Source: an optimization exercise on an open RTL-to-GDS flow (aim: small area and a short achievable clock period). Production flows keep margins and buffers that such runs may drop. In this exercise RTL edits were held to simulation tests only and were not proved equivalent to the original. Power is estimated from default activity; no workload was simulated.

==> inputs of cedar <==
==> flow/design.v <==
module ALU( op_i, funct_i, shamt_i, imm_i, rs_n_i, rt_n_i, result_o, slt_o, rt_o, use_rt_o );
input  [5:0]  op_i;
input  [5:0]  funct_i;
input  [4:0]  shamt_i;
input  [15:0] imm_i;
input  [31:0] rs_n_i;      
input  [31:0] rt_n_i;      
output [31:0] result_o;
output        slt_o;
output [31:0] rt_o;
output        use_rt_o;
wire [31:0] rs_i = ~rs_n_i;
wire [31:0] rt_i = ~rt_n_i;
wire r    = op_i == 6'b000000;
wire addi = op_i == 6'b001000;
wire lw   = op_i == 6'b100011;
wire sw   = op_i == 6'b101011;
wire beq  = op_i == 6'b000100;
wire bne  = op_i == 6'b000101;
wire blt  = op_i == 6'b000110;
wire bgez = op_i == 6'b000001;
wire jr   = r & (funct_i == 6'b001000);
wire rr   = r & ~jr;
reg [3:0] aop;
always @(*) begin
  if (addi | lw | sw) aop = 4'b0010;
  else if (beq)       aop = 4'b0110;
  else if (bne)       aop = 4'b0111;
  else if (rr) begin
    case (funct_i)
      6'b100000: aop = 4'b0010;
      6'b100010: aop = 4'b0110;
      6'b100100: aop = 4'b0000;
      6'b100101: aop = 4'b0001;
      6'b100111: aop = 4'b1100;
      6'b101010: aop = 4'b0111;
      6'b000000: aop = 4'b0001;
      6'b000010: aop = 4'b0000;
      6'b000100: aop = 4'b0011;
      6'b000110: aop = 4'b0010;
      default:   aop = 4'b0000;
    endcase
  end
  else aop = 4'b0000;
end
wire imm_src = addi | lw | sw;
wire [31:0] b = imm_src ? {{16{imm_i[15]}}, imm_i} : bgez ? 32'd0 : rt_i;
wire [31:0] y   = b ^ {32{aop[2]}};
wire [31:0] sum = rs_i + y + {31'd0, aop[2]};
wire sel_and = aop[1:0] == 2'b00 & ~aop[3];
wire sel_nor = aop[1:0] == 2'b00 &  aop[3];
wire sel_or  = aop[1:0] == 2'b01;
wire sel_sum = aop[1:0] == 2'b10;
wire sel_lt  = aop[1:0] == 2'b11;
wire [31:0] orv = rs_i | b;
wire [31:0] logic_v = ({32{sel_and}} & rs_i & b) | ({32{sel_or}} & orv) | ({32{sel_nor}} & ~orv);
assign result_o = logic_v | ({32{sel_sum | sel_lt}} & sum);
assign slt_o = sel_lt;
wire shift = rr & (funct_i == 6'b000000 || funct_i == 6'b000010);
wire left  = ~funct_i[1];
wire [31:0] rt_rev, sh_rev, sh;
genvar i;
generate
  for (i = 0; i < 32; i = i + 1) begin : rev
    assign rt_rev[i] = rt_i[31-i];
    assign sh_rev[i] = sh[31-i];
  end
endgenerate
assign sh = (left ? rt_rev : rt_i) >> shamt_i;
wire lui = ~(rr | addi | lw | sw | beq | bne | blt | bgez);    
assign rt_o = lui ? {imm_i, 16'd0} : shift ? (left ? sh_rev : sh) : rt_i;
assign use_rt_o = lui | shift;
endmodule
module Adder( a, b, c, s );
parameter W = 16;
parameter L = 4;        
input  [W-1:0] a;
input  [W-1:0] b;
input          c;
output [W-1:0] s;
wire [W-1:0] g0 = a & b;
wire [W-1:0] p0 = a ^ b;
wire [W-1:0] G [0:2*L-1];
wire [W-1:0] P [0:2*L-1];
assign G[0] = {g0[W-1:1], g0[0] | (p0[0] & c)};
assign P[0] = p0;
genvar l, i;
generate
  for (l = 0; l < L; l = l + 1) begin : up
    for (i = 0; i < W; i = i + 1) begin : bt
      if ((i % (1 << (l+1))) == (1 << (l+1)) - 1) begin : op
        assign G[l+1][i] = G[l][i] | (P[l][i] & G[l][i - (1<<l)]);
        assign P[l+1][i] = P[l][i] & P[l][i - (1<<l)];
      end else begin : pass
        assign G[l+1][i] = G[l][i];
        assign P[l+1][i] = P[l][i];
      end
    end
  end
  for (l = L-1; l > 0; l = l - 1) begin : dn
    for (i = 0; i < W; i = i + 1) begin : bt
      if ((i % (1 << l)) == (1 << (l-1)) - 1 && i >= (1 << l)) begin : op
        assign G[2*L-l][i] = G[2*L-1-l][i] | (P[2*L-1-l][i] & G[2*L-1-l][i - (1<<(l-1))]);
        assign P[2*L-l][i] = P[2*L-1-l][i] & P[2*L-1-l][i - (1<<(l-1))];
      end else begin : pass
        assign G[2*L-l][i] = G[2*L-1-l][i];
        assign P[2*L-l][i] = P[2*L-1-l][i];
      end
    end
  end
endgenerate
assign s = p0 ^ {G[2*L-1][W-2:0], c};
endmodule
module aoi222( a, b, c, d, e, f, y );
input  a, b, c, d, e, f;
output y;
assign y = ~((a & b) | (c & d) | (e & f));
endmodule
module rfmux32( d, s, yn );
input  [31:0] d;
input  [31:0] s;
output        yn;
wire   [10:0] n;
genvar i;
generate
  for (i = 0; i < 10; i = i + 1) begin : g
    aoi222 u( .a(d[3*i]), .b(s[3*i]), .c(d[3*i+1]), .d(s[3*i+1]), .e(d[3*i+2]), .f(s[3*i+2]), .y(n[i]) );
  end
endgenerate
assign n[10] = ~((d[30] & s[30]) | (d[31] & s[31]));
assign yn = &n;
endmodule
module Reg_File( q, sel, data_n );
input  [1023:0] q;
input  [31:0]   sel;
output [31:0]   data_n;
genvar b, i;
generate
  for (b = 0; b < 32; b = b + 1) begin : bits
    wire [31:0] d;
    for (i = 0; i < 32; i = i + 1) begin : regs
      assign d[i] = q[32*i+b];
    end
    rfmux32 m( .d(d), .s(sel), .yn(data_n[b]) );
  end
endgenerate
endmodule
module Pipeline_CPU( clk_i, rst_n, imem_addr_o, imem_data_i,
                     dmem_addr_o, dmem_wdata_o, dmem_we_o, dmem_re_o, dmem_rdata_i );
input         clk_i;
input         rst_n;
output [31:0] imem_addr_o;
input  [31:0] imem_data_i;
output [31:0] dmem_addr_o;
output [31:0] dmem_wdata_o;
output        dmem_we_o;
output        dmem_re_o;
input  [31:0] dmem_rdata_i;
reg  [31:2] pc;
reg  [31:2] mem_target;
wire        pcsrc;
wire [31:2] pc4 = pc + 30'd1;
always @(posedge clk_i)
  if (!rst_n) pc <= 30'd0;
  else        pc <= pcsrc ? mem_target : pc4;
assign imem_addr_o = {pc, 2'b00};
reg [31:0] id_intr;
reg [31:2] id_pc4;
always @(posedge clk_i)
  if (!rst_n) begin
    id_intr <= 32'd0;
    id_pc4  <= 30'd0;
  end else begin
    id_intr <= imem_data_i;
    id_pc4  <= pc4;
  end
wire d_r   = id_intr[31:26] == 6'b000000;
wire d_jal = id_intr[31:26] == 6'b000011;
wire [4:0] d_wr = d_r ? id_intr[15:11] : d_jal ? 5'd31 : id_intr[20:16];
reg [31:26] ex_op;
reg [15:0]  ex_f;
reg [31:0]  ex_rs_sel, ex_rt_sel;
reg [4:0]   ex_wr;
reg [31:2]  ex_pc4;
always @(posedge clk_i) begin
  if (!rst_n) ex_op <= 6'b000010;
  else        ex_op <= id_intr[31:26];
  ex_f      <= id_intr[15:0];
  ex_rs_sel <= 32'd1 << id_intr[25:21];
  ex_rt_sel <= 32'd1 << id_intr[20:16];
  ex_wr     <= d_wr;
  ex_pc4    <= id_pc4;
end
reg         wb_regwrite;
reg  [4:0]  wb_wr;
reg  [31:0] wb_data;
reg         rf_rst;
always @(posedge clk_i) rf_rst <= ~rst_n;
wire [31:0]   rf_wd = wb_data;
wire [1023:0] rf_q;
genvar g;
generate
  for (g = 0; g < 32; g = g + 1) begin : rf
    reg [31:0] r;
    wire we = rf_rst | (wb_regwrite & (wb_wr == g));
    always @(posedge clk_i)
      if (we) r <= (g == 29) ? {rf_wd[31:8], rf_wd[7] | rf_rst, rf_wd[6:0]} : rf_wd;
    assign rf_q[32*g+31:32*g] = r;
  end
endgenerate
wire [15:0] ex_imm  = ex_f[15:0];
wire e_r    = ex_op == 6'b000000;
wire e_lw   = ex_op == 6'b100011;
wire e_sw   = ex_op == 6'b101011;
wire e_beq  = ex_op == 6'b000100;
wire e_bne  = ex_op == 6'b000101;
wire e_j    = ex_op == 6'b000010;
wire e_blt  = ex_op == 6'b000110;
wire e_bgez = ex_op == 6'b000001;
wire e_jr   = e_r & (ex_f[5:0] == 6'b001000);
wire e_branch = e_beq | e_bne | e_blt | e_bgez;
wire e_regwrite = ~(e_sw | e_beq | e_bne | e_j | e_jr | e_blt | e_bgez);
wire [31:0] rs_n, rt_n;
Reg_File RS( .q(rf_q), .sel(ex_rs_sel), .data_n(rs_n) );
Reg_File RT( .q(rf_q), .sel(ex_rt_sel), .data_n(rt_n) );
wire [31:0] e_result, e_rt;
wire        e_use_rt, e_slt;
ALU ALU1(
  .op_i(ex_op), .funct_i(ex_f[5:0]), .shamt_i(ex_f[10:6]), .imm_i(ex_imm),
  .rs_n_i(rs_n), .rt_n_i(rt_n), .result_o(e_result), .slt_o(e_slt), .rt_o(e_rt), .use_rt_o(e_use_rt)
);
wire [1:0] e_bt = e_bne ? 2'd1 : e_blt ? 2'd2 : e_bgez ? 2'd3 : 2'd0;
wire [17:2] t_lo;
wire        t_c;
Adder #(.W(16), .L(4)) BA( .a(ex_pc4[17:2]), .b(ex_imm), .c(1'b0), .s(t_lo) );
assign t_c = (ex_pc4[17] & ex_imm[15]) | ((ex_pc4[17] | ex_imm[15]) & ~t_lo[17]);
wire        t_en = t_c ^ ex_imm[15];
wire [31:18] t_q = ex_pc4[31:18] ^ {14{ex_imm[15]}};
wire [31:18] t_run;                        
assign t_run[18] = 1'b1;
genvar ti;
generate
  for (ti = 19; ti < 32; ti = ti + 1) begin : tr
    assign t_run[ti] = t_run[ti-1] & t_q[ti-1];
  end
endgenerate
wire [31:2] e_target = {ex_pc4[31:18] ^ ({14{t_en}} & t_run), t_lo};
reg        mem_re, mem_we, mem_regwrite, mem_ld, mem_use_rt, mem_slt;
reg [1:0]  mem_bt;
reg [4:0]  mem_wr;
reg [31:0] mem_result, mem_rt;
always @(posedge clk_i) begin
  if (!rst_n) begin
    mem_re <= 1'b0;
    mem_we <= 1'b0;
    mem_regwrite <= 1'b0;
  end else begin
    mem_re <= e_lw;
    mem_we <= e_sw;
    mem_regwrite <= e_regwrite;
  end
  mem_ld     <= e_lw;
  mem_use_rt <= e_use_rt;
  mem_slt    <= e_slt;
  mem_bt     <= e_bt;
  mem_wr     <= ex_wr;
  mem_result <= e_result;
  mem_rt     <= e_rt;
  mem_target <= e_target;
end
wire [31:0] mem_alu  = mem_slt ? {31'd0, mem_result[31]} : mem_result;
wire        mem_zero = ~|mem_alu;
reg  mem_cond;
always @(*) begin
  case (mem_bt)
    2'd0: mem_cond = mem_zero;
    2'd1: mem_cond = ~mem_zero;
    2'd2: mem_cond = mem_alu[0];
    default: mem_cond = ~mem_alu[0];
  endcase
end
assign pcsrc = e_branch & mem_cond;
assign dmem_addr_o  = mem_result;
assign dmem_wdata_o = mem_rt;
assign dmem_re_o    = mem_re;
assign dmem_we_o    = mem_we;
always @(posedge clk_i) begin
  if (!rst_n) wb_regwrite <= 1'b0;
  else        wb_regwrite <= mem_regwrite;
  wb_wr   <= mem_wr;
  if (!rst_n) wb_data <= 32'd0;
  else        wb_data <= mem_ld ? dmem_rdata_i : mem_use_rt ? mem_rt : mem_alu;
end
endmodule
==> flow/flow/run.sh <==
#!/bin/bash
# Layout flow: the standard flow (standard.sh, ORFS) with two changes:
#  - ports are buffered with buf_2 instead of the delay cell buffer_ports picks
#  - repair_timing aims for a larger setup margin, so the resizer works on the
#    paths that set the achieved clock period
# ORFS writes each step's full log under orfs/logs/; make's own output goes to
# flow_make.log.
set -euo pipefail
bash standard.sh \
  "BUFFER_PORTS_ARGS=-buffer_cell sky130_fd_sc_hd__buf_2" \
  SETUP_SLACK_MARGIN=14.8 \
  finish > flow_make.log 2>&1
==> flow/standard.sh <==
#!/bin/bash
# synth_recipe.tcl (not shown) runs the flow's synth.tcl, then flattens the netlist and writes it again
# the make line also repeats each setting of config.mk as NAME=value (left out here)
make -C /OpenROAD-flow-scripts/flow DESIGN_CONFIG=/design/flow/config.mk WORK_HOME=/design/flow/orfs CLKGATE_MAP_FILE= SYNTH_SCRIPT=/design/flow/synth_recipe.tcl "${@:-finish}"
==> flow/config.mk <==
export PLATFORM = sky130hd
export DESIGN_NAME = Pipeline_CPU
export DESIGN_NICKNAME = Pipeline_CPU
export VERILOG_FILES = /design/flow/design.v
export SDC_FILE = /design/flow/constraint.sdc
export NUM_CORES = 8
export LEC_CHECK = 0
export CAP_MARGIN = 20
export CORE_MARGIN = 2
export CORE_UTILIZATION = 72
export CTS_BUF_LIST = sky130_fd_sc_hd__clkbuf_16
export CTS_CLUSTER_DIAMETER = 80
export CTS_CLUSTER_SIZE = 20
export SLEW_MARGIN = 20
export SYNTH_HIERARCHICAL = 1
==> flow/constraint.sdc <==
create_clock -name core_clock -period 20.0 [get_ports {clk_i}]
set_input_delay 4.0000 -clock core_clock [delete_from_list [all_inputs] [get_ports {clk_i}]]
set_output_delay 4.0000 -clock core_clock [all_outputs]
set_load 0.01 [all_outputs]
==> inputs of garnet, as changes to cedar <==
==> flow/design.v, changed modules only <==
module ALU( op_i, funct_i, shamt_i, imm_i, rs_n_i, rt_n_i, result_o, slt_o, rt_o, use_rt_o );
input  [5:0]  op_i;
input  [5:0]  funct_i;
input  [4:0]  shamt_i;
input  [15:0] imm_i;
input  [31:0] rs_n_i;      
input  [31:0] rt_n_i;      
output [31:0] result_o;
output        slt_o;
output [31:0] rt_o;
output        use_rt_o;
wire [31:0] rs_i = ~rs_n_i;
wire [31:0] rt_i = ~rt_n_i;
wire r    = op_i == 6'b000000;
wire addi = op_i == 6'b001000;
wire lw   = op_i == 6'b100011;
wire sw   = op_i == 6'b101011;
wire beq  = op_i == 6'b000100;
wire bne  = op_i == 6'b000101;
wire blt  = op_i == 6'b000110;
wire bgez = op_i == 6'b000001;
wire jr   = r & (funct_i == 6'b001000);
wire rr   = r & ~jr;
reg [3:0] aop;
always @(*) begin
  if (addi | lw | sw) aop = 4'b0010;
  else if (beq)       aop = 4'b0110;
  else if (bne)       aop = 4'b0111;
  else if (rr) begin
    case (funct_i)
      6'b100000: aop = 4'b0010;
      6'b100010: aop = 4'b0110;
      6'b100100: aop = 4'b0000;
      6'b100101: aop = 4'b0001;
      6'b100111: aop = 4'b1100;
      6'b101010: aop = 4'b0111;
      6'b000000: aop = 4'b0001;
      6'b000010: aop = 4'b0000;
      6'b000100: aop = 4'b0011;
      6'b000110: aop = 4'b0010;
      default:   aop = 4'b0000;
    endcase
  end
  else aop = 4'b0000;
end
wire imm_src = addi | lw | sw;
wire [31:0] b = imm_src ? {{16{imm_i[15]}}, imm_i} : bgez ? 32'd0 : rt_i;
wire [31:0] y   = b ^ {32{aop[2]}};
wire [31:0] sum;
wire [31:0] pg_g0 = rs_i & y;
wire [31:0] pg_p0 = rs_i ^ y;
wire [31:0] pg_G [0:5];
wire [31:0] pg_P [0:5];
assign pg_G[0] = {pg_g0[31:1], pg_g0[0] | (pg_p0[0] & aop[2])};
assign pg_P[0] = pg_p0;
genvar pl, pi;
generate
  for (pl = 0; pl < 5; pl = pl + 1) begin : skl
    for (pi = 0; pi < 32; pi = pi + 1) begin : bt
      if (((pi >> pl) & 1) == 1) begin : op
        assign pg_G[pl+1][pi] = pg_G[pl][pi] | (pg_P[pl][pi] & pg_G[pl][((pi >> pl) << pl) - 1]);
        assign pg_P[pl+1][pi] = pg_P[pl][pi] & pg_P[pl][((pi >> pl) << pl) - 1];
      end else begin : pass
        assign pg_G[pl+1][pi] = pg_G[pl][pi];
        assign pg_P[pl+1][pi] = pg_P[pl][pi];
      end
    end
  end
endgenerate
assign sum = pg_p0 ^ {pg_G[5][30:0], aop[2]};
wire sel_and = aop[1:0] == 2'b00 & ~aop[3];
wire sel_nor = aop[1:0] == 2'b00 &  aop[3];
wire sel_or  = aop[1:0] == 2'b01;
wire sel_sum = aop[1:0] == 2'b10;
wire sel_lt  = aop[1:0] == 2'b11;
wire [31:0] orv = rs_i | b;
wire [31:0] logic_v = ({32{sel_and}} & rs_i & b) | ({32{sel_or}} & orv) | ({32{sel_nor}} & ~orv);
assign result_o = logic_v | ({32{sel_sum | sel_lt}} & sum);
assign slt_o = sel_lt;
wire shift = rr & (funct_i == 6'b000000 || funct_i == 6'b000010);
wire left  = ~funct_i[1];
wire [31:0] rt_rev, sh_rev, sh;
genvar i;
generate
  for (i = 0; i < 32; i = i + 1) begin : rev
    assign rt_rev[i] = rt_i[31-i];
    assign sh_rev[i] = sh[31-i];
  end
endgenerate
assign sh = (left ? rt_rev : rt_i) >> shamt_i;
wire lui = ~(rr | addi | lw | sw | beq | bne | blt | bgez);    
assign rt_o = lui ? {imm_i, 16'd0} : shift ? (left ? sh_rev : sh) : rt_i;
assign use_rt_o = lui | shift;
endmodule
module rfbit( we, we_n, wd, q, d );
input  we, we_n, wd, q;
output d;
assign d = (we & wd) | (we_n & q);
endmodule
module rfmux32( d, s, dw, bw, yn );
input  [31:0] d;
input  [31:0] s;
input         dw;
input         bw;
output        yn;
wire   [10:0] n;
genvar i;
generate
  for (i = 0; i < 10; i = i + 1) begin : g
    aoi222 u( .a(d[3*i]), .b(s[3*i]), .c(d[3*i+1]), .d(s[3*i+1]), .e(d[3*i+2]), .f(s[3*i+2]), .y(n[i]) );
  end
endgenerate
aoi222 u10( .a(d[30]), .b(s[30]), .c(d[31]), .d(s[31]), .e(dw), .f(bw), .y(n[10]) );
assign yn = &n;
endmodule
module Reg_File( q, sel, wd, byp, data_n );
input  [1023:0] q;
input  [31:0]   sel;
input  [31:0]   wd;
input           byp;
output [31:0]   data_n;
genvar b, i;
generate
  for (b = 0; b < 32; b = b + 1) begin : bits
    wire [31:0] d;
    for (i = 0; i < 32; i = i + 1) begin : regs
      assign d[i] = q[32*i+b];
    end
    rfmux32 m( .d(d), .s(sel), .dw(wd[b]), .bw(byp), .yn(data_n[b]) );
  end
endgenerate
endmodule
module Pipeline_CPU( clk_i, rst_n, imem_addr_o, imem_data_i,
                     dmem_addr_o, dmem_wdata_o, dmem_we_o, dmem_re_o, dmem_rdata_i );
input         clk_i;
input         rst_n;
output [31:0] imem_addr_o;
input  [31:0] imem_data_i;
output [31:0] dmem_addr_o;
output [31:0] dmem_wdata_o;
output        dmem_we_o;
output        dmem_re_o;
input  [31:0] dmem_rdata_i;
reg  [31:2] pc;
reg  [31:2] mem_target;
wire        pcsrc;
wire [31:2] pc4 = pc + 30'd1;
always @(posedge clk_i)
  if (!rst_n) pc <= 30'd0;
  else        pc <= pcsrc ? mem_target : pc4;
assign imem_addr_o = {pc, 2'b00};
reg [31:0] id_intr;
reg [31:2] id_pc4;
always @(posedge clk_i)
  if (!rst_n) begin
    id_intr <= 32'd0;
    id_pc4  <= 30'd0;
  end else begin
    id_intr <= imem_data_i;
    id_pc4  <= pc4;
  end
wire d_r   = id_intr[31:26] == 6'b000000;
wire d_jal = id_intr[31:26] == 6'b000011;
wire [4:0] d_wr = d_r ? id_intr[15:11] : d_jal ? 5'd31 : id_intr[20:16];
reg         wb_regwrite;
reg  [4:0]  wb_wr;
reg  [31:0] wb_data;
wire [1023:0] rf_q;
wire [4:0]  d_rs_a = id_intr[25:21];
wire [4:0]  d_rt_a = id_intr[20:16];
wire        d_rs_byp = wb_regwrite & (wb_wr == d_rs_a);
wire        d_rt_byp = wb_regwrite & (wb_wr == d_rt_a);
wire [31:0] d_rs_sel = d_rs_byp ? 32'd0 : 32'd1 << d_rs_a;
wire [31:0] d_rt_sel = d_rt_byp ? 32'd0 : 32'd1 << d_rt_a;
wire [31:0] d_rs_n, d_rt_n;
Reg_File RS( .q(rf_q), .sel(d_rs_sel), .wd(wb_data), .byp(d_rs_byp), .data_n(d_rs_n) );
Reg_File RT( .q(rf_q), .sel(d_rt_sel), .wd(wb_data), .byp(d_rt_byp), .data_n(d_rt_n) );
reg [31:26] ex_op;
reg [15:0]  ex_f;
reg [31:0]  ex_rs_n, ex_rt_n;       
reg [4:0]   ex_wr;
reg [31:2]  ex_pc4;
always @(posedge clk_i) begin
  if (!rst_n) ex_op <= 6'b000010;
  else        ex_op <= id_intr[31:26];
  ex_f      <= id_intr[15:0];
  ex_rs_n   <= d_rs_n;
  ex_rt_n   <= d_rt_n;
  ex_wr     <= d_wr;
  ex_pc4    <= id_pc4;
end
reg         rf_rst;
always @(posedge clk_i) rf_rst <= ~rst_n;
wire [31:0]   rf_wd = wb_data;
genvar g, gb;
generate
  for (g = 0; g < 32; g = g + 1) begin : rf
    reg  [31:0] r;
    wire [31:0] d;
    wire we   = rf_rst | (wb_regwrite & (wb_wr == g));
    wire we_n = ~we;
    wire [31:0] wd = (g == 29) ? {rf_wd[31:8], rf_wd[7] | rf_rst, rf_wd[6:0]} : rf_wd;
    for (gb = 0; gb < 32; gb = gb + 1) begin : bits
      rfbit u( .we(we), .we_n(we_n), .wd(wd[gb]), .q(r[gb]), .d(d[gb]) );
    end
    always @(posedge clk_i) r <= d;
    assign rf_q[32*g+31:32*g] = r;
  end
endgenerate
wire [15:0] ex_imm  = ex_f[15:0];
wire e_r    = ex_op == 6'b000000;
wire e_lw   = ex_op == 6'b100011;
wire e_sw   = ex_op == 6'b101011;
wire e_beq  = ex_op == 6'b000100;
wire e_bne  = ex_op == 6'b000101;
wire e_j    = ex_op == 6'b000010;
wire e_blt  = ex_op == 6'b000110;
wire e_bgez = ex_op == 6'b000001;
wire e_jr   = e_r & (ex_f[5:0] == 6'b001000);
wire e_branch = e_beq | e_bne | e_blt | e_bgez;
wire e_regwrite = ~(e_sw | e_beq | e_bne | e_j | e_jr | e_blt | e_bgez);
wire [31:0] e_result, e_rt;
wire        e_use_rt, e_slt;
ALU ALU1(
  .op_i(ex_op), .funct_i(ex_f[5:0]), .shamt_i(ex_f[10:6]), .imm_i(ex_imm),
  .rs_n_i(ex_rs_n), .rt_n_i(ex_rt_n), .result_o(e_result), .slt_o(e_slt), .rt_o(e_rt), .use_rt_o(e_use_rt)
);
wire [1:0] e_bt = e_bne ? 2'd1 : e_blt ? 2'd2 : e_bgez ? 2'd3 : 2'd0;
wire [17:2] t_lo;
wire        t_c;
Adder #(.W(16), .L(4)) BA( .a(ex_pc4[17:2]), .b(ex_imm), .c(1'b0), .s(t_lo) );
assign t_c = (ex_pc4[17] & ex_imm[15]) | ((ex_pc4[17] | ex_imm[15]) & ~t_lo[17]);
wire        t_en = t_c ^ ex_imm[15];
wire [31:18] t_q = ex_pc4[31:18] ^ {14{ex_imm[15]}};
wire [31:18] t_run;                        
assign t_run[18] = 1'b1;
genvar ti;
generate
  for (ti = 19; ti < 32; ti = ti + 1) begin : tr
    assign t_run[ti] = t_run[ti-1] & t_q[ti-1];
  end
endgenerate
wire [31:2] e_target = {ex_pc4[31:18] ^ ({14{t_en}} & t_run), t_lo};
reg        mem_re, mem_we, mem_regwrite, mem_ld, mem_use_rt, mem_slt;
reg [1:0]  mem_bt;
reg [4:0]  mem_wr;
reg [31:0] mem_result, mem_rt;
always @(posedge clk_i) begin
  if (!rst_n) begin
    mem_re <= 1'b0;
    mem_we <= 1'b0;
    mem_regwrite <= 1'b0;
  end else begin
    mem_re <= e_lw;
    mem_we <= e_sw;
    mem_regwrite <= e_regwrite;
  end
  mem_ld     <= e_lw;
  mem_use_rt <= e_use_rt;
  mem_slt    <= e_slt;
  mem_bt     <= e_bt;
  mem_wr     <= ex_wr;
  mem_result <= e_result;
  mem_rt     <= e_rt;
  mem_target <= e_target;
end
wire [31:0] mem_alu  = mem_slt ? {31'd0, mem_result[31]} : mem_result;
wire        mem_zero = ~|mem_alu;
reg  mem_cond;
always @(*) begin
  case (mem_bt)
    2'd0: mem_cond = mem_zero;
    2'd1: mem_cond = ~mem_zero;
    2'd2: mem_cond = mem_alu[0];
    default: mem_cond = ~mem_alu[0];
  endcase
end
assign pcsrc = e_branch & mem_cond;
assign dmem_addr_o  = mem_result;
assign dmem_wdata_o = mem_rt;
assign dmem_re_o    = mem_re;
assign dmem_we_o    = mem_we;
always @(posedge clk_i) begin
  if (!rst_n) wb_regwrite <= 1'b0;
  else        wb_regwrite <= mem_regwrite;
  wb_wr   <= mem_wr;
  if (!rst_n) wb_data <= 32'd0;
  else        wb_data <= mem_ld ? dmem_rdata_i : mem_use_rt ? mem_rt : mem_alu;
end
endmodule
--- a/flow/flow/run.sh
+++ b/flow/flow/run.sh
@@ -8,5 +8,5 @@
 set -euo pipefail
 bash standard.sh \
   "BUFFER_PORTS_ARGS=-buffer_cell sky130_fd_sc_hd__buf_2" \
-  SETUP_SLACK_MARGIN=14.8 \
+  SETUP_SLACK_MARGIN=14.6 \
   finish > flow_make.log 2>&1
CORE_UTILIZATION = 65   (was 72)
==> comparison <==
Against garnet, the clock skew of cedar is lower by 0.0020 ns.
In sequential cell count, garnet and cedar do not differ.
In garnet the hold slack is higher than in cedar, by 0.0014 ns.
Area after synthesis: cedar is higher than garnet (about 2.4%).
Between garnet and cedar, the lower sequential power is in garnet (gap 15%, measured against cedar).
Fmax: garnet is smaller than cedar (3.9%).
In clock power, garnet and cedar hardly differ.
In cedar the non-clock buffer count is higher than in garnet, by 46.
In cedar the design area is higher than in garnet, by about 3.6%.

## what the ideal ports hide
The results above use ideal ports. As a check the final layouts listed here were re-extracted and re-timed, cells and wires unchanged.
Step 1 assumes that a clkbuf_16 drives the clock port and a buf_2 every other input.
Step 2 times the ports against the registers' clock, not the clock port: input delays grow and output delays shrink by t, the midpoint of the rising clock arrivals with the driver on.
Three values: ideal ports, drivers, drivers and shift; two values: the first two.
run | t, ns | setup WS [ns] | worst hold slack (ns) | pins driven straight from the clock port
cedar | 0.756 | 14.795 / 14.722 / 14.195 | 0.328 / 0.328 / 0.328 | 1
garnet | 0.750 | 14.582 / 14.507 / 14.205 | 0.330 / 0.330 / 0.330 | 1
After both steps every run listed still meets setup and hold. The setup slack of cedar, which loses most, moves by -0.073 ns with the drivers and by -0.600 ns with both steps.
